Background: an optimization exercise with open tools, aiming at small area. Do not read the settings as production practice. In this exercise RTL edits were held to simulation tests only and were not proved equivalent to the original.

File: flow/design.v
module processing_element(activation, weight, out, clk, rst);
parameter NON_ZERO_WEIGHTS = 108,
          SPECIAL_CASE = 0,
          FRACTIONAL_BITS = 8,
          BIT_SIZE = 16;
output reg signed [BIT_SIZE-1:0] out;
input [BIT_SIZE-1:0] activation, weight;
input clk, rst;
reg [23:0] s;
reg [15:0] d1, d2, d3, d4;
reg [6:0] cnt;       
reg valid;           
wire load = (cnt == 0);
wire [23:0] nxt;
wire one1;
wire two2;
wire neg3;
wire x4;
wire x5;
wire x6;
wire x7;
wire x8;
wire x9;
wire x10;
wire x11;
wire x12;
wire x13;
wire x14;
wire x15;
wire x16;
wire x17;
wire x18;
wire x19;
wire pp20;
wire pp21;
wire pp22;
wire pp23;
wire pp24;
wire pp25;
wire pp26;
wire pp27;
wire pp28;
wire pp29;
wire pp30;
wire pp31;
wire pp32;
wire pp33;
wire pp34;
wire pp35;
wire pp36;
wire one37;
wire two38;
wire neg39;
wire x40;
wire x41;
wire x42;
wire x43;
wire x44;
wire x45;
wire x46;
wire x47;
wire x48;
wire x49;
wire x50;
wire x51;
wire x52;
wire x53;
wire x54;
wire x55;
wire pp56;
wire pp57;
wire pp58;
wire pp59;
wire pp60;
wire pp61;
wire pp62;
wire pp63;
wire pp64;
wire pp65;
wire pp66;
wire pp67;
wire pp68;
wire pp69;
wire pp70;
wire pp71;
wire pp72;
wire one73;
wire two74;
wire neg75;
wire x76;
wire x77;
wire x78;
wire x79;
wire x80;
wire x81;
wire x82;
wire x83;
wire x84;
wire x85;
wire x86;
wire x87;
wire x88;
wire x89;
wire x90;
wire x91;
wire pp92;
wire pp93;
wire pp94;
wire pp95;
wire pp96;
wire pp97;
wire pp98;
wire pp99;
wire pp100;
wire pp101;
wire pp102;
wire pp103;
wire pp104;
wire pp105;
wire pp106;
wire pp107;
wire pp108;
wire one109;
wire two110;
wire neg111;
wire x112;
wire x113;
wire x114;
wire x115;
wire x116;
wire x117;
wire x118;
wire x119;
wire x120;
wire x121;
wire x122;
wire x123;
wire x124;
wire x125;
wire x126;
wire x127;
wire pp128;
wire pp129;
wire pp130;
wire pp131;
wire pp132;
wire pp133;
wire pp134;
wire pp135;
wire pp136;
wire pp137;
wire pp138;
wire pp139;
wire pp140;
wire pp141;
wire pp142;
wire pp143;
wire pp144;
wire one145;
wire two146;
wire neg147;
wire x148;
wire x149;
wire x150;
wire x151;
wire x152;
wire x153;
wire x154;
wire x155;
wire x156;
wire x157;
wire x158;
wire x159;
wire x160;
wire x161;
wire x162;
wire x163;
wire pp164;
wire pp165;
wire pp166;
wire pp167;
wire pp168;
wire pp169;
wire pp170;
wire pp171;
wire pp172;
wire pp173;
wire pp174;
wire pp175;
wire pp176;
wire pp177;
wire pp178;
wire pp179;
wire one180;
wire two181;
wire neg182;
wire x183;
wire x184;
wire x185;
wire x186;
wire x187;
wire x188;
wire x189;
wire x190;
wire x191;
wire x192;
wire x193;
wire x194;
wire x195;
wire x196;
wire pp197;
wire pp198;
wire pp199;
wire pp200;
wire pp201;
wire pp202;
wire pp203;
wire pp204;
wire pp205;
wire pp206;
wire pp207;
wire pp208;
wire pp209;
wire pp210;
wire one211;
wire two212;
wire neg213;
wire x214;
wire x215;
wire x216;
wire x217;
wire x218;
wire x219;
wire x220;
wire x221;
wire x222;
wire x223;
wire x224;
wire x225;
wire pp226;
wire pp227;
wire pp228;
wire pp229;
wire pp230;
wire pp231;
wire pp232;
wire pp233;
wire pp234;
wire pp235;
wire pp236;
wire pp237;
wire one238;
wire two239;
wire neg240;
wire x241;
wire x242;
wire x243;
wire x244;
wire x245;
wire x246;
wire x247;
wire x248;
wire x249;
wire x250;
wire pp251;
wire pp252;
wire pp253;
wire pp254;
wire pp255;
wire pp256;
wire pp257;
wire pp258;
wire pp259;
wire pp260;
wire ac261;
wire ac262;
wire ac263;
wire ac264;
wire ac265;
wire ac266;
wire ac267;
wire ac268;
wire ac269;
wire ac270;
wire ac271;
wire ac272;
wire ac273;
wire ac274;
wire ac275;
wire ac276;
wire ac277;
wire ac278;
wire ac279;
wire ac280;
wire ac281;
wire ac282;
wire ac283;
wire ac284;
wire hs285;
wire hc286;
wire hs287;
wire hc288;
wire fs289;
wire fc290;
wire hs291;
wire hc292;
wire hs293;
wire hc294;
wire hs295;
wire hc296;
wire fs297;
wire fc298;
wire hs299;
wire hc300;
wire fs301;
wire fc302;
wire hs303;
wire hc304;
wire fs305;
wire fc306;
wire fs307;
wire fc308;
wire hs309;
wire hc310;
wire fs311;
wire fc312;
wire fs313;
wire fc314;
wire hs315;
wire hc316;
wire fs317;
wire fc318;
wire fs319;
wire fc320;
wire fs321;
wire fc322;
wire fs323;
wire fc324;
wire fs325;
wire fc326;
wire fs327;
wire fc328;
wire fs329;
wire fc330;
wire fs331;
wire fc332;
wire fs333;
wire fc334;
wire fs335;
wire fc336;
wire fs337;
wire fc338;
wire fs339;
wire fc340;
wire fs341;
wire fc342;
wire fs343;
wire fc344;
wire fs345;
wire fc346;
wire fs347;
wire fc348;
wire fs349;
wire fc350;
wire hs351;
wire hc352;
wire fs353;
wire fc354;
wire fs355;
wire fc356;
wire fs357;
wire fc358;
wire hs359;
wire hc360;
wire fs361;
wire fc362;
wire hs363;
wire hs364;
wire hc365;
wire hs366;
wire hc367;
wire fs368;
wire fc369;
wire hs370;
wire hc371;
wire fs372;
wire fc373;
wire hs374;
wire hc375;
wire fs376;
wire fc377;
wire fs378;
wire fc379;
wire fs380;
wire fc381;
wire fs382;
wire fc383;
wire fs384;
wire fc385;
wire fs386;
wire fc387;
wire fs388;
wire fc389;
wire fs390;
wire fc391;
wire fs392;
wire fc393;
wire fs394;
wire fc395;
wire fs396;
wire fc397;
wire fs398;
wire fc399;
wire fs400;
wire fc401;
wire fs402;
wire fc403;
wire fs404;
wire fc405;
wire fs406;
wire fc407;
wire fs408;
wire fc409;
wire fs410;
wire fc411;
wire fs412;
wire fc413;
wire fs414;
wire fc415;
wire fs416;
wire fc417;
wire fs418;
wire fc419;
wire fs420;
wire fc421;
wire fs422;
wire fc423;
wire fs424;
wire fc425;
wire fs426;
wire fc427;
wire fs428;
wire fc429;
wire fs430;
wire fc431;
wire fs432;
wire fc433;
wire fs434;
wire fc435;
wire fs436;
wire fs437;
wire hs438;
wire hc439;
wire hs440;
wire hc441;
wire fs442;
wire fc443;
wire fs444;
wire fc445;
wire fs446;
wire fc447;
wire fs448;
wire fc449;
wire fs450;
wire fc451;
wire fs452;
wire fc453;
wire fs454;
wire fc455;
wire fs456;
wire fc457;
wire fs458;
wire fc459;
wire fs460;
wire fc461;
wire fs462;
wire fc463;
wire fs464;
wire fc465;
wire fs466;
wire fc467;
wire fs468;
wire fc469;
wire fs470;
wire fc471;
wire fs472;
wire fc473;
wire fs474;
wire fc475;
wire fs476;
wire fc477;
wire fs478;
wire fc479;
wire fs480;
wire hs481;
wire hc482;
wire hs483;
wire hc484;
wire fs485;
wire fc486;
wire fs487;
wire fc488;
wire fs489;
wire fc490;
wire fs491;
wire fc492;
wire fs493;
wire fc494;
wire fs495;
wire fc496;
wire fs497;
wire fc498;
wire fs499;
wire fc500;
wire fs501;
wire fc502;
wire fs503;
wire fc504;
wire fs505;
wire fc506;
wire fs507;
wire fc508;
wire fs509;
wire fc510;
wire fs511;
wire fc512;
wire fs513;
wire fc514;
wire fs515;
wire fc516;
wire fs517;
wire fc518;
wire fs519;
wire fc520;
wire fs521;
wire fc522;
wire fs523;
wire fc524;
wire fs525;
wire fc526;
wire fs527;
wire g528;
wire p529;
wire g530;
wire p531;
wire g532;
wire p533;
wire g534;
wire p535;
wire g536;
wire p537;
wire g538;
wire p539;
wire g540;
wire p541;
wire g542;
wire p543;
wire g544;
wire p545;
wire g546;
wire p547;
wire g548;
wire p549;
wire g550;
wire p551;
wire g552;
wire p553;
wire g554;
wire p555;
wire g556;
wire p557;
wire g558;
wire p559;
wire g560;
wire p561;
wire g562;
wire p563;
wire g564;
wire p565;
wire g566;
wire p567;
wire g568;
wire p569;
wire g570;
wire p571;
wire g572;
wire p573;
wire g574;
wire p575;
wire G576;
wire P577;
wire G578;
wire P579;
wire G580;
wire P581;
wire G582;
wire P583;
wire G584;
wire P585;
wire G586;
wire P587;
wire G588;
wire P589;
wire G590;
wire P591;
wire G592;
wire P593;
wire G594;
wire P595;
wire G596;
wire P597;
wire G598;
wire P599;
wire G600;
wire P601;
wire G602;
wire P603;
wire G604;
wire P605;
wire G606;
wire P607;
wire G608;
wire P609;
wire G610;
wire P611;
wire G612;
wire P613;
wire G614;
wire P615;
wire G616;
wire P617;
wire G618;
wire P619;
wire G620;
wire P621;
wire G622;
wire P623;
wire G624;
wire P625;
wire G626;
wire P627;
wire G628;
wire P629;
wire G630;
wire P631;
wire G632;
wire P633;
wire G634;
wire P635;
wire G636;
wire P637;
wire G638;
wire P639;
wire G640;
wire P641;
wire G642;
wire P643;
wire G644;
wire P645;
wire G646;
wire P647;
wire G648;
wire P649;
wire G650;
wire P651;
wire G652;
wire P653;
wire G654;
wire P655;
wire G656;
wire P657;
wire G658;
wire P659;
wire G660;
wire P661;
wire G662;
wire P663;
wire G664;
wire P665;
wire G666;
wire P667;
wire G668;
wire P669;
wire G670;
wire P671;
wire G672;
wire P673;
wire G674;
wire P675;
wire G676;
wire P677;
wire G678;
wire P679;
assign one1 = weight[0] ^ 1'b0;
assign two2 = (weight[1] & ~weight[0] & ~1'b0) | (~weight[1] & weight[0] & 1'b0);
assign neg3 = weight[1] & ~(weight[0] & 1'b0);
assign x4 = activation[0] ^ neg3;
assign x5 = activation[1] ^ neg3;
assign x6 = activation[2] ^ neg3;
assign x7 = activation[3] ^ neg3;
assign x8 = activation[4] ^ neg3;
assign x9 = activation[5] ^ neg3;
assign x10 = activation[6] ^ neg3;
assign x11 = activation[7] ^ neg3;
assign x12 = activation[8] ^ neg3;
assign x13 = activation[9] ^ neg3;
assign x14 = activation[10] ^ neg3;
assign x15 = activation[11] ^ neg3;
assign x16 = activation[12] ^ neg3;
assign x17 = activation[13] ^ neg3;
assign x18 = activation[14] ^ neg3;
assign x19 = activation[15] ^ neg3;
assign pp20 = ((one1 & x4) | (two2 & neg3));
pe_a22o u_sel1 (.a(one1), .b(x5), .c(two2), .d(x4), .y(pp21));
pe_a22o u_sel2 (.a(one1), .b(x6), .c(two2), .d(x5), .y(pp22));
pe_a22o u_sel3 (.a(one1), .b(x7), .c(two2), .d(x6), .y(pp23));
pe_a22o u_sel4 (.a(one1), .b(x8), .c(two2), .d(x7), .y(pp24));
pe_a22o u_sel5 (.a(one1), .b(x9), .c(two2), .d(x8), .y(pp25));
pe_a22o u_sel6 (.a(one1), .b(x10), .c(two2), .d(x9), .y(pp26));
pe_a22o u_sel7 (.a(one1), .b(x11), .c(two2), .d(x10), .y(pp27));
pe_a22o u_sel8 (.a(one1), .b(x12), .c(two2), .d(x11), .y(pp28));
pe_a22o u_sel9 (.a(one1), .b(x13), .c(two2), .d(x12), .y(pp29));
pe_a22o u_sel10 (.a(one1), .b(x14), .c(two2), .d(x13), .y(pp30));
pe_a22o u_sel11 (.a(one1), .b(x15), .c(two2), .d(x14), .y(pp31));
pe_a22o u_sel12 (.a(one1), .b(x16), .c(two2), .d(x15), .y(pp32));
pe_a22o u_sel13 (.a(one1), .b(x17), .c(two2), .d(x16), .y(pp33));
pe_a22o u_sel14 (.a(one1), .b(x18), .c(two2), .d(x17), .y(pp34));
pe_a22o u_sel15 (.a(one1), .b(x19), .c(two2), .d(x18), .y(pp35));
pe_a22oi u_sel16 (.a(one1), .b(x19), .c(two2), .d(x19), .y(pp36));
assign one37 = weight[2] ^ weight[1];
assign two38 = (weight[3] & ~weight[2] & ~weight[1]) | (~weight[3] & weight[2] & weight[1]);
assign neg39 = weight[3] & ~(weight[2] & weight[1]);
assign x40 = activation[0] ^ neg39;
assign x41 = activation[1] ^ neg39;
assign x42 = activation[2] ^ neg39;
assign x43 = activation[3] ^ neg39;
assign x44 = activation[4] ^ neg39;
assign x45 = activation[5] ^ neg39;
assign x46 = activation[6] ^ neg39;
assign x47 = activation[7] ^ neg39;
assign x48 = activation[8] ^ neg39;
assign x49 = activation[9] ^ neg39;
assign x50 = activation[10] ^ neg39;
assign x51 = activation[11] ^ neg39;
assign x52 = activation[12] ^ neg39;
assign x53 = activation[13] ^ neg39;
assign x54 = activation[14] ^ neg39;
assign x55 = activation[15] ^ neg39;
assign pp56 = ((one37 & x40) | (two38 & neg39));
pe_a22o u_sel17 (.a(one37), .b(x41), .c(two38), .d(x40), .y(pp57));
pe_a22o u_sel18 (.a(one37), .b(x42), .c(two38), .d(x41), .y(pp58));
pe_a22o u_sel19 (.a(one37), .b(x43), .c(two38), .d(x42), .y(pp59));
pe_a22o u_sel20 (.a(one37), .b(x44), .c(two38), .d(x43), .y(pp60));
pe_a22o u_sel21 (.a(one37), .b(x45), .c(two38), .d(x44), .y(pp61));
pe_a22o u_sel22 (.a(one37), .b(x46), .c(two38), .d(x45), .y(pp62));
pe_a22o u_sel23 (.a(one37), .b(x47), .c(two38), .d(x46), .y(pp63));
pe_a22o u_sel24 (.a(one37), .b(x48), .c(two38), .d(x47), .y(pp64));
pe_a22o u_sel25 (.a(one37), .b(x49), .c(two38), .d(x48), .y(pp65));
pe_a22o u_sel26 (.a(one37), .b(x50), .c(two38), .d(x49), .y(pp66));
pe_a22o u_sel27 (.a(one37), .b(x51), .c(two38), .d(x50), .y(pp67));
pe_a22o u_sel28 (.a(one37), .b(x52), .c(two38), .d(x51), .y(pp68));
pe_a22o u_sel29 (.a(one37), .b(x53), .c(two38), .d(x52), .y(pp69));
pe_a22o u_sel30 (.a(one37), .b(x54), .c(two38), .d(x53), .y(pp70));
pe_a22o u_sel31 (.a(one37), .b(x55), .c(two38), .d(x54), .y(pp71));
pe_a22oi u_sel32 (.a(one37), .b(x55), .c(two38), .d(x55), .y(pp72));
assign one73 = weight[4] ^ weight[3];
assign two74 = (weight[5] & ~weight[4] & ~weight[3]) | (~weight[5] & weight[4] & weight[3]);
assign neg75 = weight[5] & ~(weight[4] & weight[3]);
assign x76 = activation[0] ^ neg75;
assign x77 = activation[1] ^ neg75;
assign x78 = activation[2] ^ neg75;
assign x79 = activation[3] ^ neg75;
assign x80 = activation[4] ^ neg75;
assign x81 = activation[5] ^ neg75;
assign x82 = activation[6] ^ neg75;
assign x83 = activation[7] ^ neg75;
assign x84 = activation[8] ^ neg75;
assign x85 = activation[9] ^ neg75;
assign x86 = activation[10] ^ neg75;
assign x87 = activation[11] ^ neg75;
assign x88 = activation[12] ^ neg75;
assign x89 = activation[13] ^ neg75;
assign x90 = activation[14] ^ neg75;
assign x91 = activation[15] ^ neg75;
assign pp92 = ((one73 & x76) | (two74 & neg75));
pe_a22o u_sel33 (.a(one73), .b(x77), .c(two74), .d(x76), .y(pp93));
pe_a22o u_sel34 (.a(one73), .b(x78), .c(two74), .d(x77), .y(pp94));
pe_a22o u_sel35 (.a(one73), .b(x79), .c(two74), .d(x78), .y(pp95));
pe_a22o u_sel36 (.a(one73), .b(x80), .c(two74), .d(x79), .y(pp96));
pe_a22o u_sel37 (.a(one73), .b(x81), .c(two74), .d(x80), .y(pp97));
pe_a22o u_sel38 (.a(one73), .b(x82), .c(two74), .d(x81), .y(pp98));
pe_a22o u_sel39 (.a(one73), .b(x83), .c(two74), .d(x82), .y(pp99));
pe_a22o u_sel40 (.a(one73), .b(x84), .c(two74), .d(x83), .y(pp100));
pe_a22o u_sel41 (.a(one73), .b(x85), .c(two74), .d(x84), .y(pp101));
pe_a22o u_sel42 (.a(one73), .b(x86), .c(two74), .d(x85), .y(pp102));
pe_a22o u_sel43 (.a(one73), .b(x87), .c(two74), .d(x86), .y(pp103));
pe_a22o u_sel44 (.a(one73), .b(x88), .c(two74), .d(x87), .y(pp104));
pe_a22o u_sel45 (.a(one73), .b(x89), .c(two74), .d(x88), .y(pp105));
pe_a22o u_sel46 (.a(one73), .b(x90), .c(two74), .d(x89), .y(pp106));
pe_a22o u_sel47 (.a(one73), .b(x91), .c(two74), .d(x90), .y(pp107));
pe_a22oi u_sel48 (.a(one73), .b(x91), .c(two74), .d(x91), .y(pp108));
assign one109 = weight[6] ^ weight[5];
assign two110 = (weight[7] & ~weight[6] & ~weight[5]) | (~weight[7] & weight[6] & weight[5]);
assign neg111 = weight[7] & ~(weight[6] & weight[5]);
assign x112 = activation[0] ^ neg111;
assign x113 = activation[1] ^ neg111;
assign x114 = activation[2] ^ neg111;
assign x115 = activation[3] ^ neg111;
assign x116 = activation[4] ^ neg111;
assign x117 = activation[5] ^ neg111;
assign x118 = activation[6] ^ neg111;
assign x119 = activation[7] ^ neg111;
assign x120 = activation[8] ^ neg111;
assign x121 = activation[9] ^ neg111;
assign x122 = activation[10] ^ neg111;
assign x123 = activation[11] ^ neg111;
assign x124 = activation[12] ^ neg111;
assign x125 = activation[13] ^ neg111;
assign x126 = activation[14] ^ neg111;
assign x127 = activation[15] ^ neg111;
assign pp128 = ((one109 & x112) | (two110 & neg111));
pe_a22o u_sel49 (.a(one109), .b(x113), .c(two110), .d(x112), .y(pp129));
pe_a22o u_sel50 (.a(one109), .b(x114), .c(two110), .d(x113), .y(pp130));
pe_a22o u_sel51 (.a(one109), .b(x115), .c(two110), .d(x114), .y(pp131));
pe_a22o u_sel52 (.a(one109), .b(x116), .c(two110), .d(x115), .y(pp132));
pe_a22o u_sel53 (.a(one109), .b(x117), .c(two110), .d(x116), .y(pp133));
pe_a22o u_sel54 (.a(one109), .b(x118), .c(two110), .d(x117), .y(pp134));
pe_a22o u_sel55 (.a(one109), .b(x119), .c(two110), .d(x118), .y(pp135));
pe_a22o u_sel56 (.a(one109), .b(x120), .c(two110), .d(x119), .y(pp136));
pe_a22o u_sel57 (.a(one109), .b(x121), .c(two110), .d(x120), .y(pp137));
pe_a22o u_sel58 (.a(one109), .b(x122), .c(two110), .d(x121), .y(pp138));
pe_a22o u_sel59 (.a(one109), .b(x123), .c(two110), .d(x122), .y(pp139));
pe_a22o u_sel60 (.a(one109), .b(x124), .c(two110), .d(x123), .y(pp140));
pe_a22o u_sel61 (.a(one109), .b(x125), .c(two110), .d(x124), .y(pp141));
pe_a22o u_sel62 (.a(one109), .b(x126), .c(two110), .d(x125), .y(pp142));
pe_a22o u_sel63 (.a(one109), .b(x127), .c(two110), .d(x126), .y(pp143));
pe_a22oi u_sel64 (.a(one109), .b(x127), .c(two110), .d(x127), .y(pp144));
assign one145 = weight[8] ^ weight[7];
assign two146 = (weight[9] & ~weight[8] & ~weight[7]) | (~weight[9] & weight[8] & weight[7]);
assign neg147 = weight[9] & ~(weight[8] & weight[7]);
assign x148 = activation[0] ^ neg147;
assign x149 = activation[1] ^ neg147;
assign x150 = activation[2] ^ neg147;
assign x151 = activation[3] ^ neg147;
assign x152 = activation[4] ^ neg147;
assign x153 = activation[5] ^ neg147;
assign x154 = activation[6] ^ neg147;
assign x155 = activation[7] ^ neg147;
assign x156 = activation[8] ^ neg147;
assign x157 = activation[9] ^ neg147;
assign x158 = activation[10] ^ neg147;
assign x159 = activation[11] ^ neg147;
assign x160 = activation[12] ^ neg147;
assign x161 = activation[13] ^ neg147;
assign x162 = activation[14] ^ neg147;
assign x163 = activation[15] ^ neg147;
assign pp164 = ((one145 & x148) | (two146 & neg147));
pe_a22o u_sel65 (.a(one145), .b(x149), .c(two146), .d(x148), .y(pp165));
pe_a22o u_sel66 (.a(one145), .b(x150), .c(two146), .d(x149), .y(pp166));
pe_a22o u_sel67 (.a(one145), .b(x151), .c(two146), .d(x150), .y(pp167));
pe_a22o u_sel68 (.a(one145), .b(x152), .c(two146), .d(x151), .y(pp168));
pe_a22o u_sel69 (.a(one145), .b(x153), .c(two146), .d(x152), .y(pp169));
pe_a22o u_sel70 (.a(one145), .b(x154), .c(two146), .d(x153), .y(pp170));
pe_a22o u_sel71 (.a(one145), .b(x155), .c(two146), .d(x154), .y(pp171));
pe_a22o u_sel72 (.a(one145), .b(x156), .c(two146), .d(x155), .y(pp172));
pe_a22o u_sel73 (.a(one145), .b(x157), .c(two146), .d(x156), .y(pp173));
pe_a22o u_sel74 (.a(one145), .b(x158), .c(two146), .d(x157), .y(pp174));
pe_a22o u_sel75 (.a(one145), .b(x159), .c(two146), .d(x158), .y(pp175));
pe_a22o u_sel76 (.a(one145), .b(x160), .c(two146), .d(x159), .y(pp176));
pe_a22o u_sel77 (.a(one145), .b(x161), .c(two146), .d(x160), .y(pp177));
pe_a22o u_sel78 (.a(one145), .b(x162), .c(two146), .d(x161), .y(pp178));
pe_a22o u_sel79 (.a(one145), .b(x163), .c(two146), .d(x162), .y(pp179));
assign one180 = weight[10] ^ weight[9];
assign two181 = (weight[11] & ~weight[10] & ~weight[9]) | (~weight[11] & weight[10] & weight[9]);
assign neg182 = weight[11] & ~(weight[10] & weight[9]);
assign x183 = activation[0] ^ neg182;
assign x184 = activation[1] ^ neg182;
assign x185 = activation[2] ^ neg182;
assign x186 = activation[3] ^ neg182;
assign x187 = activation[4] ^ neg182;
assign x188 = activation[5] ^ neg182;
assign x189 = activation[6] ^ neg182;
assign x190 = activation[7] ^ neg182;
assign x191 = activation[8] ^ neg182;
assign x192 = activation[9] ^ neg182;
assign x193 = activation[10] ^ neg182;
assign x194 = activation[11] ^ neg182;
assign x195 = activation[12] ^ neg182;
assign x196 = activation[13] ^ neg182;
assign pp197 = ((one180 & x183) | (two181 & neg182));
pe_a22o u_sel80 (.a(one180), .b(x184), .c(two181), .d(x183), .y(pp198));
pe_a22o u_sel81 (.a(one180), .b(x185), .c(two181), .d(x184), .y(pp199));
pe_a22o u_sel82 (.a(one180), .b(x186), .c(two181), .d(x185), .y(pp200));
pe_a22o u_sel83 (.a(one180), .b(x187), .c(two181), .d(x186), .y(pp201));
pe_a22o u_sel84 (.a(one180), .b(x188), .c(two181), .d(x187), .y(pp202));
pe_a22o u_sel85 (.a(one180), .b(x189), .c(two181), .d(x188), .y(pp203));
pe_a22o u_sel86 (.a(one180), .b(x190), .c(two181), .d(x189), .y(pp204));
pe_a22o u_sel87 (.a(one180), .b(x191), .c(two181), .d(x190), .y(pp205));
pe_a22o u_sel88 (.a(one180), .b(x192), .c(two181), .d(x191), .y(pp206));
pe_a22o u_sel89 (.a(one180), .b(x193), .c(two181), .d(x192), .y(pp207));
pe_a22o u_sel90 (.a(one180), .b(x194), .c(two181), .d(x193), .y(pp208));
pe_a22o u_sel91 (.a(one180), .b(x195), .c(two181), .d(x194), .y(pp209));
pe_a22o u_sel92 (.a(one180), .b(x196), .c(two181), .d(x195), .y(pp210));
assign one211 = weight[12] ^ weight[11];
assign two212 = (weight[13] & ~weight[12] & ~weight[11]) | (~weight[13] & weight[12] & weight[11]);
assign neg213 = weight[13] & ~(weight[12] & weight[11]);
assign x214 = activation[0] ^ neg213;
assign x215 = activation[1] ^ neg213;
assign x216 = activation[2] ^ neg213;
assign x217 = activation[3] ^ neg213;
assign x218 = activation[4] ^ neg213;
assign x219 = activation[5] ^ neg213;
assign x220 = activation[6] ^ neg213;
assign x221 = activation[7] ^ neg213;
assign x222 = activation[8] ^ neg213;
assign x223 = activation[9] ^ neg213;
assign x224 = activation[10] ^ neg213;
assign x225 = activation[11] ^ neg213;
assign pp226 = ((one211 & x214) | (two212 & neg213));
pe_a22o u_sel93 (.a(one211), .b(x215), .c(two212), .d(x214), .y(pp227));
pe_a22o u_sel94 (.a(one211), .b(x216), .c(two212), .d(x215), .y(pp228));
pe_a22o u_sel95 (.a(one211), .b(x217), .c(two212), .d(x216), .y(pp229));
pe_a22o u_sel96 (.a(one211), .b(x218), .c(two212), .d(x217), .y(pp230));
pe_a22o u_sel97 (.a(one211), .b(x219), .c(two212), .d(x218), .y(pp231));
pe_a22o u_sel98 (.a(one211), .b(x220), .c(two212), .d(x219), .y(pp232));
pe_a22o u_sel99 (.a(one211), .b(x221), .c(two212), .d(x220), .y(pp233));
pe_a22o u_sel100 (.a(one211), .b(x222), .c(two212), .d(x221), .y(pp234));
pe_a22o u_sel101 (.a(one211), .b(x223), .c(two212), .d(x222), .y(pp235));
pe_a22o u_sel102 (.a(one211), .b(x224), .c(two212), .d(x223), .y(pp236));
pe_a22o u_sel103 (.a(one211), .b(x225), .c(two212), .d(x224), .y(pp237));
assign one238 = weight[14] ^ weight[13];
assign two239 = (weight[15] & ~weight[14] & ~weight[13]) | (~weight[15] & weight[14] & weight[13]);
assign neg240 = weight[15] & ~(weight[14] & weight[13]);
assign x241 = activation[0] ^ neg240;
assign x242 = activation[1] ^ neg240;
assign x243 = activation[2] ^ neg240;
assign x244 = activation[3] ^ neg240;
assign x245 = activation[4] ^ neg240;
assign x246 = activation[5] ^ neg240;
assign x247 = activation[6] ^ neg240;
assign x248 = activation[7] ^ neg240;
assign x249 = activation[8] ^ neg240;
assign x250 = activation[9] ^ neg240;
assign pp251 = ((one238 & x241) | (two239 & neg240));
pe_a22o u_sel104 (.a(one238), .b(x242), .c(two239), .d(x241), .y(pp252));
pe_a22o u_sel105 (.a(one238), .b(x243), .c(two239), .d(x242), .y(pp253));
pe_a22o u_sel106 (.a(one238), .b(x244), .c(two239), .d(x243), .y(pp254));
pe_a22o u_sel107 (.a(one238), .b(x245), .c(two239), .d(x244), .y(pp255));
pe_a22o u_sel108 (.a(one238), .b(x246), .c(two239), .d(x245), .y(pp256));
pe_a22o u_sel109 (.a(one238), .b(x247), .c(two239), .d(x246), .y(pp257));
pe_a22o u_sel110 (.a(one238), .b(x248), .c(two239), .d(x247), .y(pp258));
pe_a22o u_sel111 (.a(one238), .b(x249), .c(two239), .d(x248), .y(pp259));
pe_a22o u_sel112 (.a(one238), .b(x250), .c(two239), .d(x249), .y(pp260));
assign ac261 = s[0] & ~load;
assign ac262 = s[1] & ~load;
assign ac263 = s[2] & ~load;
assign ac264 = s[3] & ~load;
assign ac265 = s[4] & ~load;
assign ac266 = s[5] & ~load;
assign ac267 = s[6] & ~load;
assign ac268 = s[7] & ~load;
assign ac269 = s[8] & ~load;
assign ac270 = s[9] & ~load;
assign ac271 = s[10] & ~load;
assign ac272 = s[11] & ~load;
assign ac273 = s[12] & ~load;
assign ac274 = s[13] & ~load;
assign ac275 = s[14] & ~load;
assign ac276 = s[15] & ~load;
assign ac277 = s[16] & ~load;
assign ac278 = s[17] & ~load;
assign ac279 = s[18] & ~load;
assign ac280 = s[19] & ~load;
assign ac281 = s[20] & ~load;
assign ac282 = s[21] & ~load;
assign ac283 = s[22] & ~load;
assign ac284 = s[23] & ~load;
pe_ha u_ha113 (.a(ac275), .b(neg240), .s(hs285), .co(hc286));
pe_ha u_ha114 (.a(ac276), .b(pp35), .s(hs287), .co(hc288));
pe_fa u_fa115 (.a(1'b1), .b(ac277), .c(pp36), .s(fs289), .co(fc290));
pe_ha u_ha116 (.a(1'b1), .b(ac278), .s(hs291), .co(hc292));
pe_ha u_ha117 (.a(ac269), .b(neg147), .s(hs293), .co(hc294));
pe_ha u_ha118 (.a(ac270), .b(pp29), .s(hs295), .co(hc296));
pe_fa u_fa119 (.a(ac271), .b(neg182), .c(pp30), .s(fs297), .co(fc298));
pe_ha u_ha120 (.a(pp64), .b(pp98), .s(hs299), .co(hc300));
pe_fa u_fa121 (.a(ac272), .b(pp31), .c(pp65), .s(fs301), .co(fc302));
pe_ha u_ha122 (.a(pp99), .b(pp133), .s(hs303), .co(hc304));
pe_fa u_fa123 (.a(ac273), .b(neg213), .c(pp32), .s(fs305), .co(fc306));
pe_fa u_fa124 (.a(pp66), .b(pp100), .c(pp134), .s(fs307), .co(fc308));
pe_ha u_ha125 (.a(pp168), .b(pp199), .s(hs309), .co(hc310));
pe_fa u_fa126 (.a(ac274), .b(pp33), .c(pp67), .s(fs311), .co(fc312));
pe_fa u_fa127 (.a(pp101), .b(pp135), .c(pp169), .s(fs313), .co(fc314));
pe_ha u_ha128 (.a(pp200), .b(pp227), .s(hs315), .co(hc316));
pe_fa u_fa129 (.a(hs285), .b(pp34), .c(pp68), .s(fs317), .co(fc318));
pe_fa u_fa130 (.a(pp102), .b(pp136), .c(pp170), .s(fs319), .co(fc320));
pe_fa u_fa131 (.a(pp201), .b(pp228), .c(pp251), .s(fs321), .co(fc322));
pe_fa u_fa132 (.a(hc286), .b(pp69), .c(pp103), .s(fs323), .co(fc324));
pe_fa u_fa133 (.a(pp137), .b(pp171), .c(pp202), .s(fs325), .co(fc326));
pe_fa u_fa134 (.a(pp229), .b(pp252), .c(hs287), .s(fs327), .co(fc328));
pe_fa u_fa135 (.a(pp70), .b(pp104), .c(pp138), .s(fs329), .co(fc330));
pe_fa u_fa136 (.a(pp172), .b(pp203), .c(pp230), .s(fs331), .co(fc332));
pe_fa u_fa137 (.a(pp253), .b(hc288), .c(fs289), .s(fs333), .co(fc334));
pe_fa u_fa138 (.a(hs291), .b(pp71), .c(pp105), .s(fs335), .co(fc336));
pe_fa u_fa139 (.a(pp139), .b(pp173), .c(pp204), .s(fs337), .co(fc338));
pe_fa u_fa140 (.a(pp231), .b(pp254), .c(fc290), .s(fs339), .co(fc340));
pe_fa u_fa141 (.a(ac279), .b(hc292), .c(pp72), .s(fs341), .co(fc342));
pe_fa u_fa142 (.a(pp106), .b(pp140), .c(pp174), .s(fs343), .co(fc344));
pe_fa u_fa143 (.a(pp205), .b(pp232), .c(pp255), .s(fs345), .co(fc346));
pe_fa u_fa144 (.a(1'b1), .b(ac280), .c(pp107), .s(fs347), .co(fc348));
pe_fa u_fa145 (.a(pp141), .b(pp175), .c(pp206), .s(fs349), .co(fc350));
pe_ha u_ha146 (.a(pp233), .b(pp256), .s(hs351), .co(hc352));
pe_fa u_fa147 (.a(ac281), .b(pp108), .c(pp142), .s(fs353), .co(fc354));
pe_fa u_fa148 (.a(pp176), .b(pp207), .c(pp234), .s(fs355), .co(fc356));
pe_fa u_fa149 (.a(1'b1), .b(ac282), .c(pp143), .s(fs357), .co(fc358));
pe_ha u_ha150 (.a(pp177), .b(pp208), .s(hs359), .co(hc360));
pe_fa u_fa151 (.a(ac283), .b(pp144), .c(pp178), .s(fs361), .co(fc362));
assign hs363 = 1'b1 ^ ac284;
pe_ha u_ha152 (.a(ac265), .b(neg75), .s(hs364), .co(hc365));
pe_ha u_ha153 (.a(ac266), .b(pp25), .s(hs366), .co(hc367));
pe_fa u_fa154 (.a(ac267), .b(neg111), .c(pp26), .s(fs368), .co(fc369));
pe_ha u_ha155 (.a(pp60), .b(pp94), .s(hs370), .co(hc371));
pe_fa u_fa156 (.a(ac268), .b(pp27), .c(pp61), .s(fs372), .co(fc373));
pe_ha u_ha157 (.a(pp95), .b(pp129), .s(hs374), .co(hc375));
pe_fa u_fa158 (.a(hs293), .b(pp28), .c(pp62), .s(fs376), .co(fc377));
pe_fa u_fa159 (.a(pp96), .b(pp130), .c(pp164), .s(fs378), .co(fc379));
pe_fa u_fa160 (.a(hc294), .b(pp63), .c(pp97), .s(fs380), .co(fc381));
pe_fa u_fa161 (.a(pp131), .b(pp165), .c(hs295), .s(fs382), .co(fc383));
pe_fa u_fa162 (.a(pp132), .b(pp166), .c(pp197), .s(fs384), .co(fc385));
pe_fa u_fa163 (.a(hc296), .b(hs299), .c(fs297), .s(fs386), .co(fc387));
pe_fa u_fa164 (.a(pp167), .b(pp198), .c(hc300), .s(fs388), .co(fc389));
pe_fa u_fa165 (.a(hs303), .b(fc298), .c(fs301), .s(fs390), .co(fc391));
pe_fa u_fa166 (.a(pp226), .b(hc304), .c(hs309), .s(fs392), .co(fc393));
pe_fa u_fa167 (.a(fc302), .b(fs305), .c(fs307), .s(fs394), .co(fc395));
pe_fa u_fa168 (.a(hc310), .b(hs315), .c(fc306), .s(fs396), .co(fc397));
pe_fa u_fa169 (.a(fc308), .b(fs311), .c(fs313), .s(fs398), .co(fc399));
pe_fa u_fa170 (.a(hc316), .b(fc312), .c(fc314), .s(fs400), .co(fc401));
pe_fa u_fa171 (.a(fs317), .b(fs319), .c(fs321), .s(fs402), .co(fc403));
pe_fa u_fa172 (.a(fc318), .b(fc320), .c(fc322), .s(fs404), .co(fc405));
pe_fa u_fa173 (.a(fs323), .b(fs325), .c(fs327), .s(fs406), .co(fc407));
pe_fa u_fa174 (.a(fc324), .b(fc326), .c(fs329), .s(fs408), .co(fc409));
pe_fa u_fa175 (.a(fs331), .b(fc328), .c(fs333), .s(fs410), .co(fc411));
pe_fa u_fa176 (.a(fc330), .b(fc332), .c(fs335), .s(fs412), .co(fc413));
pe_fa u_fa177 (.a(fs337), .b(fc334), .c(fs339), .s(fs414), .co(fc415));
pe_fa u_fa178 (.a(fc336), .b(fc338), .c(fs341), .s(fs416), .co(fc417));
pe_fa u_fa179 (.a(fs343), .b(fs345), .c(fc340), .s(fs418), .co(fc419));
pe_fa u_fa180 (.a(hs351), .b(fc342), .c(fc344), .s(fs420), .co(fc421));
pe_fa u_fa181 (.a(fc346), .b(fs347), .c(fs349), .s(fs422), .co(fc423));
pe_fa u_fa182 (.a(pp257), .b(hc352), .c(fc348), .s(fs424), .co(fc425));
pe_fa u_fa183 (.a(fc350), .b(fs353), .c(fs355), .s(fs426), .co(fc427));
pe_fa u_fa184 (.a(pp235), .b(pp258), .c(hs359), .s(fs428), .co(fc429));
pe_fa u_fa185 (.a(fc354), .b(fc356), .c(fs357), .s(fs430), .co(fc431));
pe_fa u_fa186 (.a(pp209), .b(pp236), .c(pp259), .s(fs432), .co(fc433));
pe_fa u_fa187 (.a(hc360), .b(fc358), .c(fs361), .s(fs434), .co(fc435));
assign fs436 = hs363 ^ pp179 ^ pp210;
assign fs437 = pp237 ^ pp260 ^ fc362;
pe_ha u_ha188 (.a(ac263), .b(neg39), .s(hs438), .co(hc439));
pe_ha u_ha189 (.a(ac264), .b(pp23), .s(hs440), .co(hc441));
pe_fa u_fa190 (.a(hs364), .b(pp24), .c(pp58), .s(fs442), .co(fc443));
pe_fa u_fa191 (.a(hc365), .b(pp59), .c(pp93), .s(fs444), .co(fc445));
pe_fa u_fa192 (.a(pp128), .b(hc367), .c(hs370), .s(fs446), .co(fc447));
pe_fa u_fa193 (.a(hc371), .b(hs374), .c(fc369), .s(fs448), .co(fc449));
pe_fa u_fa194 (.a(hc375), .b(fc373), .c(fs376), .s(fs450), .co(fc451));
pe_fa u_fa195 (.a(fc377), .b(fc379), .c(fs380), .s(fs452), .co(fc453));
pe_fa u_fa196 (.a(fc381), .b(fs384), .c(fc383), .s(fs454), .co(fc455));
pe_fa u_fa197 (.a(fc385), .b(fs388), .c(fc387), .s(fs456), .co(fc457));
pe_fa u_fa198 (.a(fc389), .b(fs392), .c(fc391), .s(fs458), .co(fc459));
pe_fa u_fa199 (.a(fc393), .b(fc395), .c(fs396), .s(fs460), .co(fc461));
pe_fa u_fa200 (.a(fc397), .b(fc399), .c(fs400), .s(fs462), .co(fc463));
pe_fa u_fa201 (.a(fc401), .b(fc403), .c(fs404), .s(fs464), .co(fc465));
pe_fa u_fa202 (.a(fc405), .b(fs408), .c(fc407), .s(fs466), .co(fc467));
pe_fa u_fa203 (.a(fc409), .b(fs412), .c(fc411), .s(fs468), .co(fc469));
pe_fa u_fa204 (.a(fc413), .b(fs416), .c(fc415), .s(fs470), .co(fc471));
pe_fa u_fa205 (.a(fc417), .b(fs420), .c(fs422), .s(fs472), .co(fc473));
pe_fa u_fa206 (.a(fc421), .b(fc423), .c(fs424), .s(fs474), .co(fc475));
pe_fa u_fa207 (.a(fs428), .b(fc425), .c(fc427), .s(fs476), .co(fc477));
pe_fa u_fa208 (.a(fs432), .b(fc429), .c(fc431), .s(fs478), .co(fc479));
assign fs480 = fc433 ^ fs436 ^ fc435;
pe_ha u_ha209 (.a(ac261), .b(neg3), .s(hs481), .co(hc482));
pe_ha u_ha210 (.a(ac262), .b(pp21), .s(hs483), .co(hc484));
pe_fa u_fa211 (.a(hs438), .b(pp22), .c(pp56), .s(fs485), .co(fc486));
pe_fa u_fa212 (.a(hc439), .b(pp57), .c(hs440), .s(fs487), .co(fc488));
pe_fa u_fa213 (.a(pp92), .b(hc441), .c(fs442), .s(fs489), .co(fc490));
pe_fa u_fa214 (.a(hs366), .b(fc443), .c(fs444), .s(fs491), .co(fc492));
pe_fa u_fa215 (.a(fc445), .b(fs368), .c(fs446), .s(fs493), .co(fc494));
pe_fa u_fa216 (.a(fs372), .b(fc447), .c(fs448), .s(fs495), .co(fc496));
pe_fa u_fa217 (.a(fs378), .b(fc449), .c(fs450), .s(fs497), .co(fc498));
pe_fa u_fa218 (.a(fs382), .b(fc451), .c(fs452), .s(fs499), .co(fc500));
pe_fa u_fa219 (.a(fc453), .b(fs386), .c(fs454), .s(fs501), .co(fc502));
pe_fa u_fa220 (.a(fs390), .b(fc455), .c(fs456), .s(fs503), .co(fc504));
pe_fa u_fa221 (.a(fs394), .b(fc457), .c(fs458), .s(fs505), .co(fc506));
pe_fa u_fa222 (.a(fs398), .b(fc459), .c(fs460), .s(fs507), .co(fc508));
pe_fa u_fa223 (.a(fs402), .b(fc461), .c(fs462), .s(fs509), .co(fc510));
pe_fa u_fa224 (.a(fs406), .b(fc463), .c(fs464), .s(fs511), .co(fc512));
pe_fa u_fa225 (.a(fc465), .b(fs410), .c(fs466), .s(fs513), .co(fc514));
pe_fa u_fa226 (.a(fs414), .b(fc467), .c(fs468), .s(fs515), .co(fc516));
pe_fa u_fa227 (.a(fs418), .b(fc469), .c(fs470), .s(fs517), .co(fc518));
pe_fa u_fa228 (.a(fc419), .b(fs472), .c(fc471), .s(fs519), .co(fc520));
pe_fa u_fa229 (.a(fs426), .b(fc473), .c(fs474), .s(fs521), .co(fc522));
pe_fa u_fa230 (.a(fs430), .b(fc475), .c(fs476), .s(fs523), .co(fc524));
pe_fa u_fa231 (.a(fs434), .b(fc477), .c(fs478), .s(fs525), .co(fc526));
assign fs527 = fs437 ^ fc479 ^ fs480;
assign g528 = hs481 & pp20;
assign p529 = hs481 ^ pp20;
assign g530 = hc482 & hs483;
assign p531 = hc482 ^ hs483;
assign g532 = hc484 & fs485;
assign p533 = hc484 ^ fs485;
assign g534 = fc486 & fs487;
assign p535 = fc486 ^ fs487;
assign g536 = fc488 & fs489;
assign p537 = fc488 ^ fs489;
assign g538 = fc490 & fs491;
assign p539 = fc490 ^ fs491;
assign g540 = fc492 & fs493;
assign p541 = fc492 ^ fs493;
assign g542 = fc494 & fs495;
assign p543 = fc494 ^ fs495;
assign g544 = fc496 & fs497;
assign p545 = fc496 ^ fs497;
assign g546 = fc498 & fs499;
assign p547 = fc498 ^ fs499;
assign g548 = fc500 & fs501;
assign p549 = fc500 ^ fs501;
assign g550 = fc502 & fs503;
assign p551 = fc502 ^ fs503;
assign g552 = fc504 & fs505;
assign p553 = fc504 ^ fs505;
assign g554 = fc506 & fs507;
assign p555 = fc506 ^ fs507;
assign g556 = fc508 & fs509;
assign p557 = fc508 ^ fs509;
assign g558 = fc510 & fs511;
assign p559 = fc510 ^ fs511;
assign g560 = fc512 & fs513;
assign p561 = fc512 ^ fs513;
assign g562 = fc514 & fs515;
assign p563 = fc514 ^ fs515;
assign g564 = fc516 & fs517;
assign p565 = fc516 ^ fs517;
assign g566 = fc518 & fs519;
assign p567 = fc518 ^ fs519;
assign g568 = fc520 & fs521;
assign p569 = fc520 ^ fs521;
assign g570 = fc522 & fs523;
assign p571 = fc522 ^ fs523;
assign g572 = fc524 & fs525;
assign p573 = fc524 ^ fs525;
assign g574 = fc526 & fs527;
assign p575 = fc526 ^ fs527;
assign G576 = g530 | (p531 & g528);
assign P577 = p531 & p529;
assign G578 = g534 | (p535 & g532);
assign P579 = p535 & p533;
assign G580 = g538 | (p539 & g536);
assign P581 = p539 & p537;
assign G582 = g542 | (p543 & g540);
assign P583 = p543 & p541;
assign G584 = g546 | (p547 & g544);
assign P585 = p547 & p545;
assign G586 = g550 | (p551 & g548);
assign P587 = p551 & p549;
assign G588 = g554 | (p555 & g552);
assign P589 = p555 & p553;
assign G590 = g558 | (p559 & g556);
assign P591 = p559 & p557;
assign G592 = g562 | (p563 & g560);
assign P593 = p563 & p561;
assign G594 = g566 | (p567 & g564);
assign P595 = p567 & p565;
assign G596 = g570 | (p571 & g568);
assign P597 = p571 & p569;
assign G598 = g574 | (p575 & g572);
assign P599 = p575 & p573;
assign G600 = g532 | (p533 & G576);
assign P601 = p533 & P577;
assign G602 = G578 | (P579 & G576);
assign P603 = P579 & P577;
assign G604 = g540 | (p541 & G580);
assign P605 = p541 & P581;
assign G606 = G582 | (P583 & G580);
assign P607 = P583 & P581;
assign G608 = g548 | (p549 & G584);
assign P609 = p549 & P585;
assign G610 = G586 | (P587 & G584);
assign P611 = P587 & P585;
assign G612 = g556 | (p557 & G588);
assign P613 = p557 & P589;
assign G614 = G590 | (P591 & G588);
assign P615 = P591 & P589;
assign G616 = g564 | (p565 & G592);
assign P617 = p565 & P593;
assign G618 = G594 | (P595 & G592);
assign P619 = P595 & P593;
assign G620 = g572 | (p573 & G596);
assign P621 = p573 & P597;
assign G622 = G598 | (P599 & G596);
assign P623 = P599 & P597;
assign G624 = g536 | (p537 & G602);
assign P625 = p537 & P603;
assign G626 = G580 | (P581 & G602);
assign P627 = P581 & P603;
assign G628 = G604 | (P605 & G602);
assign P629 = P605 & P603;
assign G630 = G606 | (P607 & G602);
assign P631 = P607 & P603;
assign G632 = g552 | (p553 & G610);
assign P633 = p553 & P611;
assign G634 = G588 | (P589 & G610);
assign P635 = P589 & P611;
assign G636 = G612 | (P613 & G610);
assign P637 = P613 & P611;
assign G638 = G614 | (P615 & G610);
assign P639 = P615 & P611;
assign G640 = g568 | (p569 & G618);
assign P641 = p569 & P619;
assign G642 = G596 | (P597 & G618);
assign P643 = P597 & P619;
assign G644 = G620 | (P621 & G618);
assign P645 = P621 & P619;
assign G646 = G622 | (P623 & G618);
assign P647 = P623 & P619;
assign G648 = g544 | (p545 & G630);
assign P649 = p545 & P631;
assign G650 = G584 | (P585 & G630);
assign P651 = P585 & P631;
assign G652 = G608 | (P609 & G630);
assign P653 = P609 & P631;
assign G654 = G610 | (P611 & G630);
assign P655 = P611 & P631;
assign G656 = G632 | (P633 & G630);
assign P657 = P633 & P631;
assign G658 = G634 | (P635 & G630);
assign P659 = P635 & P631;
assign G660 = G636 | (P637 & G630);
assign P661 = P637 & P631;
assign G662 = G638 | (P639 & G630);
assign P663 = P639 & P631;
assign G664 = g560 | (p561 & G662);
assign P665 = p561 & P663;
assign G666 = G592 | (P593 & G662);
assign P667 = P593 & P663;
assign G668 = G616 | (P617 & G662);
assign P669 = P617 & P663;
assign G670 = G618 | (P619 & G662);
assign P671 = P619 & P663;
assign G672 = G640 | (P641 & G662);
assign P673 = P641 & P663;
assign G674 = G642 | (P643 & G662);
assign P675 = P643 & P663;
assign G676 = G644 | (P645 & G662);
assign P677 = P645 & P663;
assign G678 = G646 | (P647 & G662);
assign P679 = P647 & P663;
assign nxt[0] = p529;
assign nxt[1] = (p531 ^ g528);
assign nxt[2] = (p533 ^ G576);
assign nxt[3] = (p535 ^ G600);
assign nxt[4] = (p537 ^ G602);
assign nxt[5] = (p539 ^ G624);
assign nxt[6] = (p541 ^ G626);
assign nxt[7] = (p543 ^ G628);
assign nxt[8] = (p545 ^ G630);
assign nxt[9] = (p547 ^ G648);
assign nxt[10] = (p549 ^ G650);
assign nxt[11] = (p551 ^ G652);
assign nxt[12] = (p553 ^ G654);
assign nxt[13] = (p555 ^ G656);
assign nxt[14] = (p557 ^ G658);
assign nxt[15] = (p559 ^ G660);
assign nxt[16] = (p561 ^ G662);
assign nxt[17] = (p563 ^ G664);
assign nxt[18] = (p565 ^ G666);
assign nxt[19] = (p567 ^ G668);
assign nxt[20] = (p569 ^ G670);
assign nxt[21] = (p571 ^ G672);
assign nxt[22] = (p573 ^ G674);
assign nxt[23] = (p575 ^ G676);
always @(posedge clk) begin
  s <= nxt;
  d1 <= s[FRACTIONAL_BITS+15:FRACTIONAL_BITS];
  d2 <= d1;
  d3 <= d2;
  d4 <= d3;
  if (!rst) begin
    cnt <= 0;
    valid <= 1'b0;
    out <= 0;
  end else begin
    cnt <= (cnt == NON_ZERO_WEIGHTS - 1) ? 7'd0 : cnt + 7'd1;
    valid <= valid | (cnt == 4);
    out <= valid ? d4 : 16'd0;
  end
end
endmodule
module pe_fa(a, b, c, s, co);
input a, b, c;
output s, co;
assign s = a ^ b ^ c;
assign co = (a & b) | (a & c) | (b & c);
endmodule
module pe_a22o(a, b, c, d, y);
input a, b, c, d;
output y;
assign y = (a & b) | (c & d);
endmodule
module pe_a22oi(a, b, c, d, y);
input a, b, c, d;
output y;
assign y = ~((a & b) | (c & d));
endmodule
module pe_ha(a, b, s, co);
input a, b;
output s, co;
assign s = a ^ b;
assign co = a & b;
endmodule
File: flow/constraint.sdc
create_clock -name core_clock -period 6.5 [get_ports {clk}]
set_input_delay 1.3000 -clock core_clock [delete_from_list [all_inputs] [get_ports {clk}]]
set_output_delay 1.3000 -clock core_clock [all_outputs]
set_load 0.01 [all_outputs]
File: flow/config.mk
export PLATFORM = sky130hd
export DESIGN_NAME = processing_element
export DESIGN_NICKNAME = processing_element
export VERILOG_FILES = /design/flow/design.v
export SDC_FILE = /design/flow/constraint.sdc
export NUM_CORES = 4
export LEC_CHECK = 0
export CAP_MARGIN = 20
export CORE_MARGIN = 2
export CORE_UTILIZATION = 40
export CTS_BUF_LIST = sky130_fd_sc_hd__clkbuf_8
export GPL_TIMING_DRIVEN = 0
export SLEW_MARGIN = 20
export SYNTH_HIERARCHICAL = 1
File: flow/flow/run.sh
#!/bin/bash
# Standard layout, with ports buffered by a small buffer instead of ORFS's default choice.
set -euo pipefail
export BUFFER_PORTS_ARGS="-buffer_cell sky130_fd_sc_hd__buf_2"
bash standard.sh > standard_flow.log 2>&1
File: flow/standard.sh
#!/bin/bash
# synth_recipe.tcl (not shown) runs the flow's synth.tcl, then flattens the netlist and writes it again
# the make line also repeats each setting of config.mk as NAME=value (left out here)
make -C /OpenROAD-flow-scripts/flow DESIGN_CONFIG=/design/flow/config.mk WORK_HOME=/design/flow/orfs CLKGATE_MAP_FILE= SYNTH_SCRIPT=/design/flow/synth_recipe.tcl "${@:-finish}"
==> results.sh, run 1 <==
export IMPL_critPathCaptureType="flop"
export IMPL_setup_tns_ps=0
export IMPL_dp_hpwl_mm=15.36
export IMPL_cp_max_fo=10
export IMPL_reg2reg_depth=18
export IMPL_rsz0062_at_grt="false"
export IMPL_max_freq_mhz=159.8
export IMPL_ys_seq_area_share_pct=26.13
export IMPL_reg2reg_to="s[22]$_DFF_P_"
export IMPL_start_util_pct=40.81
export IMPL_grt_use_total_pct=16.99
export IMPL_max_slew_margin_pct=35.07
export IMPL_hold_slack_ps=324.2
export IMPL_clk_latency_ps=380
export IMPL_globalRouteMet3Util_pct=1.939
export IMPL_io_pins=50
export IMPL_gp_congestion=0.8538
export IMPL_yosys_warnings=7
export IMPL_clk_path_buf_depth=2
export IMPL_multi_input_area_um2=6112
export IMPL_grt_pass1_vias=5526
export IMPL_dieArea_um2=22640
export IMPL_ys_seq_elements=112
export IMPL_dieHeight_um=150.5
export IMPL_cap_violations=0
export IMPL_arrival_ps=6580
export IMPL_pre_cts_ws_ps=-689.3
export IMPL_via_count=5578
export IMPL_postPlaceCellArea_um2=9128
export IMPL_utilization_pct=44.42
export IMPL_gr_max_usage_layer="met2"
export IMPL_core_um2=21020
export IMPL_period_needed_ps=6259
export IMPL_rrSetupSlack_ps=710
export IMPL_finClkSkew_ps=11.40
export IMPL_hold_viol_final=0
export IMPL_outcome="timing/DRC/antenna clean"
export IMPL_ant_nets=0
export IMPL_cp_startpoint="weight[3]"
export IMPL_drc_errors=0
export IMPL_routed_wl_mm=17.87
export IMPL_syn_inst=765
export IMPL_crit_type="input pin to flop"
export IMPL_first_iter_violations=242
export IMPL_regArea_um2=2242
export IMPL_n_fill_cell=2004
export IMPL_path_cells="buf_2, ha_1, nand2b_1, buf_2, xnor2_1, a22o_1, fa_1, fa_1, fa_1, fa_1, ha_1, a21o_1, a21oi_1, nand3_1, a221o_1, inv_1, fa_1, inv_1"
export IMPL_via_per_inst=5.113
export IMPL_stdcell_count=1091
export IMPL_crit_path_end="s[16]$_DFF_P_"
export IMPL_netlist_area_um2=8579
export IMPL_cts_sinks=112
export IMPL_final_area_um2=9338
export IMPL_antenna_cells=0
export IMPL_yosys_area_top_type="dfxtp_1"
export IMPL_ys_top_cells_by_count="xnor2_1 (122), a22o_1 (115), dfxtp_1 (112), fa_1 (105), ha_1 (50)"
export IMPL_fin_ws_ps=240.8
export IMPL_rr_startpoint="cnt[0]$_SDFF_PP0_"
export IMPL_clk_pin_slew_ps=110
export IMPL_synth_area_leaders="dfxtp_1 (26%), fa_1 (25%), xnor2_1 (12%)"
export IMPL_cpPeakStageDelay_ps=560
export IMPL_drt_pass1_iterations=4
export IMPL_cts_buffers=9
export IMPL_grt_overflow_total=0
export IMPL_setup_viol=0
export IMPL_max_slew_worst_pin_slew_ps=963.8
export IMPL_grt_start_max_net_pins=21
export IMPL_wl_per_cell_um=16.38
export IMPL_startpoint_type="input pin"
export IMPL_cts_max_level=3
export IMPL_yosysMostFrequentCell="xnor2_1"
export IMPL_grt_pass1_wl_mm=29.75
export IMPL_num_rows=53
export IMPL_post_route_period_util_pct=96.30
export IMPL_synthArstFlopShare_pct=0
export IMPL_path_common_cell="fa_1"
export IMPL_synth_edf_count=0
export IMPL_hp_class="flop to flop"
export IMPL_tritoncts="yes"
export IMPL_cp_slowest_cell="fa_1"
export IMPL_worst_ep_required_time_ps=6820
export IMPL_numPortBuffers=32
export IMPL_synth_top_cell_area_share_pct=26.13
export IMPL_final_net_count=1000
export IMPL_layout_drive_gt1_share_pct=8.824
export IMPL_placedCellCount=1078
export IMPL_use_met2_pct=27.14
export IMPL_syn_area_per_cell_um2=11.22
export IMPL_antenna_found_initial=0
export IMPL_cts_root_buffer="clkbuf_8"
export IMPL_ys_types=47
export IMPL_synthFlopType="dfxtp_1"
export IMPL_area_growth_syn_to_layout_pct=8.838
export IMPL_use_met1_pct=24.73
export IMPL_slew_viol_final=0
export IMPL_die_w_um=150.5
[worst min path at each step]
| stage | endpoint | depth (start not counted) | slack [ps] | from |
|---|---|---|---|---|
| finish | d4[6]$_DFF_P_ | 0 | 320 | d3[6]$_DFF_P_ |
| detailed placement | d2[12]$_DFF_P_ | 0 | 310 | d1[12]$_DFF_P_ |
| floorplan | d2[0]$_DFF_P_ | 0 | 310 | d1[0]$_DFF_P_ |
| global route | d3[11]$_DFF_P_ | 0 | 330 | d2[11]$_DFF_P_ |
| CTS | d2[9]$_DFF_P_ | 0 | 320 | d1[9]$_DFF_P_ |
| global placement | d2[12]$_DFF_P_ | 0 | 310 | d1[12]$_DFF_P_ |
[per-layer routing]
layer	share of wire, %	vias to the layer above
li1	-	2750
met1	51	2728
met2	45	87
met3	3.0	13
met4	1.2	0
met5	0	-
[flip-flops by register name, indices dropped and copies added (netlist names)]
register	cells
d2	16
d4	16
s	24
valid	1
cnt	7
out	16
d3	16
d1	16
[layout make-up]
cell class              instances  share of cell area, %
multi-input cells             591                  65.46
flip-flops and latches        112                  24.01
well taps                     275                  3.685
repair buffers                 36                  2.171
clock buffers                  10                  1.474
plain buffers                  32                  1.380
inverters                      29                  1.166
clock inverters                 6                 0.6566
[what timing repair did]
item | in CTS | in global routing
resized for setup | 2 | 0
buffers inserted | 0 | 1
endpoints found under the setup margin | 5 | 3
hold buffers | 0 | 0
endpoints found under the hold margin | 0 | 0
[layout by cell type, fill, tap and decap left out, drive strengths merged, types with 2 or more instances in the layout]
cell type and n:
xnor2 122, a22o 115, dfxtp 112, fa 105, ha 50, buf 44, clkbuf 34, inv 32
and2 25, xor2 21, and3 19, nand2b 17, nor2 14, o21ai 14, a21oi 12, a21o 10
nor2b 8, nand3b 7, nand3 7, nand2 7, nor3 6, a22oi 5, conb 4, mux2i 2
or2 2, a211oi 2, or3 2, clkinv 2
[worst max-delay path, delay by kind of cell]
family	cells	cell delay [ps]
AO/OA/AOI/OAI	4	1110
XOR/XNOR	1	140
adder cells (fa/ha/maj)	7	2770
buffers and inverters	4	690
AND/OR/NAND/NOR	2	560
[Yosys stat by module, one instance, submodules excluded]
module,flops+latches,cells
pe_ha,0,1
pe_fa,0,1
processing_element,112,534
pe_a22o,0,1
pe_a22oi,0,1
[kinds of logic (layout without fill, tap and decap cells)]
kind of cell,Yosys count,count (layout),share of synthesized area (%)
AO/OA/AOI/OAI,168,168,16.09
adder cells (fa/ha/maj),155,155,31.79
XOR/XNOR,143,143,14.60
AND/OR/NAND/NOR,119,119,8.182
flip-flops,112,112,26.13
buffers and inverters,65,113,2.931
multiplexers,2,2,0.2333
other,1,4,0.04371
==> run 2, diff against run 1 <==
==> flow/flow/run.sh (replaced) <==
#!/bin/bash
# Standard layout, with ports buffered by a small buffer instead of ORFS's default choice.
set -euo pipefail
export BUFFER_PORTS_ARGS="-buffer_cell sky130_fd_sc_hd__buf_1"
bash standard.sh > standard_flow.log 2>&1
==> run 2 against run 1 <==
Register-to-register slack better by 50 ps. Setup slack got worse by 41 ps. Utilization hardly changed. Critical path depth is 1 lower. Hold slack lost 1.2 ps. Routed wire length up 0.55%. Fmax down 0.65%. Final cell count increased by 0.27%. Critical endpoint is now s[22]$_DFF_P_.
==> results.sh, run 2 <==
export IMPL_grt_start_max_net_pins=23
export IMPL_utilization_pct=44.38
export IMPL_wl_per_cell_um=16.42
export IMPL_cp_max_fo=11
export IMPL_rrSetupSlack_ps=760
export IMPL_io_pins=50
export IMPL_grt_overflow_total=0
export IMPL_largest_register_ffs=24
export IMPL_max_slew_worst_pin_slew_ps=959.6
export IMPL_max_freq_mhz=158.7
export IMPL_cap_violations=0
export IMPL_grt_pass1_vias=5519
export IMPL_final_net_count=1003
export IMPL_synth_area_leaders="dfxtp_1 (26%), fa_1 (25%), xnor2_1 (12%)"
export IMPL_syn_area_per_cell_um2=11.22
export IMPL_startpoint_type="input pin"
export IMPL_yosys_warnings=7
export IMPL_ys_seq_area_share_pct=26.13
export IMPL_clk_latency_ps=380
export IMPL_n_fill_cell=2042
export IMPL_synth_top_cell_area_share_pct=26.13
export IMPL_tritoncts="yes"
export IMPL_pre_cts_ws_ps=-745.9
export IMPL_dieArea_um2=22640
export IMPL_via_count=5593
export IMPL_area_growth_syn_to_layout_pct=8.736
export IMPL_clk_path_buf_depth=2
export IMPL_routed_wl_mm=17.96
export IMPL_syn_inst=765
export IMPL_synthFlopType="dfxtp_1"
export IMPL_cts_max_level=3
export IMPL_num_rows=53
export IMPL_dp_hpwl_mm=15.32
export IMPL_grt_pass1_wl_mm=29.72
export IMPL_period_needed_ps=6300
export IMPL_yosys_area_top_type="dfxtp_1"
export IMPL_layout_drive_gt1_share_pct=5.861
export IMPL_met2_wirelength_mm=8.045
export IMPL_worst_ep_required_time_ps=6780
export IMPL_antenna_found_initial=0
export IMPL_synthArstFlopShare_pct=0
export IMPL_top_register="s"
export IMPL_drt_pass1_iterations=4
export IMPL_slew_viol_final=0
export IMPL_layout_commonest_cell="xnor2_1"
export IMPL_crit_type="input pin to flop"
export IMPL_via_per_inst=5.112
export IMPL_gp_congestion=0.8532
export IMPL_arrival_ps=6580
export IMPL_layout_common_cells="xnor2_1 (122), a22o_1 (115), dfxtp_1 (112), fa_1 (105), ha_1 (50)"
export IMPL_setup_tns_ps=0
export IMPL_finClkSkew_ps=15.18
export IMPL_dieHeight_um=150.5
export IMPL_grt_use_total_pct=17.00
export IMPL_fin_ws_ps=199.9
export IMPL_antenna_cells=0
export IMPL_wl_met1_mm=9.141
export IMPL_die_w_um=150.5
export IMPL_hp_class="flop to flop"
export IMPL_dr_wl_met3_um=564
export IMPL_ys_seq_elements=112
export IMPL_cts_root_buffer="clkbuf_8"
export IMPL_clk_pin_slew_ps=110
export IMPL_first_iter_violations=211
export IMPL_max_slew_margin_pct=35.35
export IMPL_numPortBuffers=32
export IMPL_top_layer="met4"
export IMPL_holdBufCountCts=0
export IMPL_cts_buffers=9
export IMPL_rsz0062_at_grt="false"
export IMPL_ant_nets=0
export IMPL_cts_sinks=112
export IMPL_core_um2=21020
export IMPL_post_route_period_util_pct=96.92
export IMPL_outcome="timing/DRC/antenna clean"
export IMPL_start_util_pct=40.81
export IMPL_hold_viol_final=0
export IMPL_ys_top_cells_by_count="xnor2_1 (122), a22o_1 (115), dfxtp_1 (112), fa_1 (105), ha_1 (50)"
export IMPL_synth_edf_count=0
export IMPL_drc_errors=0
export IMPL_ys_types=47
export IMPL_critPathCaptureType="flop"
export IMPL_yosysMostFrequentCell="xnor2_1"
export IMPL_netlist_area_um2=8579
export IMPL_setup_viol=0
[run 2: cell counts after synthesis]
No cell type changed its count.
[run 2: final cells by class]
cell class	count	area, µm²	area share (%)
Clock buffer	9	123.9	1.328
Timing Repair Buffer	38	165.2	1.770
Multi-Input combinational cell	592	6137	65.79
Buffer	32	128.9	1.381
Tap cell	275	344.1	3.688
Inverter	29	108.9	1.167
Clock inverter	7	78.83	0.8450
Sequential cell	112	2242	24.03
[run 2: worst max-delay path: stages]
cell       delay, ps
buf_1            190
clkbuf_2         340
buf_2            340
nor2b_4          330
a22oi_2          120
fa_1             540
fa_1             420
fa_1             400
fa_1             520
fa_1             420
ha_1             350
and3_2           230
nand3_1          220
a2111oi_2        440
or3_4            240
a21oi_2           60
xnor2_1          120
[run 2: final timing paths]
path / cells past startpoint / to / startpoint
hold / removal: 0 / d2[10]$_DFF_P_ / d1[10]$_DFF_P_
setup reg to reg: 18 / s[22]$_DFF_P_ / cnt[0]$_SDFF_PP0_
hold reg to reg: 0 / d2[10]$_DFF_P_ / d1[10]$_DFF_P_
setup / recovery: 17 / s[22]$_DFF_P_ / weight[1]
[run 2: routing by layer]
metal,vias to the layer above,track usage (%)
met5,-,0
met4,0,3.868
met3,15,2.061
met2,93,27.18
met1,2724,24.68
li1,2761,-
[run 2: per-stage QoR]
step	cell area, µm²	hold slack [ps]	instances
after floorplan	8593	309.6	768
after global placement	9057	311.2	1075
after detailed placement	9087	312.1	1078
after CTS	9296	320.9	1094
after global routing	9329	318.9	1094
final	9329	323.0	1094
[run 2: kinds of logic after synthesis]
logic type / after synthesis / share of synthesized area (%)
muxes: 2 / 0.2333
xor gates and xnor gates: 143 / 14.60
other: 1 / 0.04371
AOI/OAI and AO/OA: 168 / 16.09
and+or+nand+nor: 119 / 8.182
adders and majority gates: 155 / 31.79
buffers and inverters: 65 / 2.931
DFF: 112 / 26.13
[run 2: timing repair]
item                                    CTS  global route
gates resized for setup                   2             5
pin swaps                                 0             0
endpoints found under the setup margin    6             6
cloned                                    0             1
setup buffers                             0             3
[run 2: per-module statistics from Yosys (local to each module, per instance)]
module,cell area (µm²),flops+latches,cells inside
pe_fa,20.02,0,1
pe_a22o,8.758,0,1
pe_a22oi,12.51,0,1
pe_ha,12.51,0,1
processing_element,5344,112,534

-- re-timing with driven ports --
In the flow no input, the clock included, has a driving cell. The finished layouts below were timed again as built, in two steps. Step 1 assumes that a clkbuf_16 drives the clock port and a buf_2 every other input. Step 2 adds t to the input delays and takes it off the output delays; t is the mean of the earliest and latest rising clock arrival at the registers after step 1. Input paths then give back, and output paths get back, about the clock's delay inside the block. Slacks: ideal ports / drivers / drivers and shift; pairs: ideal ports / drivers.
| run | t (ns) | setup WS [ns] | worst setup path after step 2 | latest minus earliest clock arrival (ns) | worst register clock-pin slew, ns |
|---|---|---|---|---|---|
| run 1 | 0.407 | 0.241 / 0.256 / -0.151 | input to register | 0.012 / 0.012 | 0.11 / 0.11 |
| run 2 | 0.406 | 0.200 / 0.210 / -0.196 | input to register | 0.016 / 0.016 | 0.11 / 0.11 |
Met with ideal ports but missed after step 2: setup timing in run 1 and run 2. The setup slack of run 2, which loses most, moves by +0.010 ns with the drivers and by -0.396 ns with both steps.
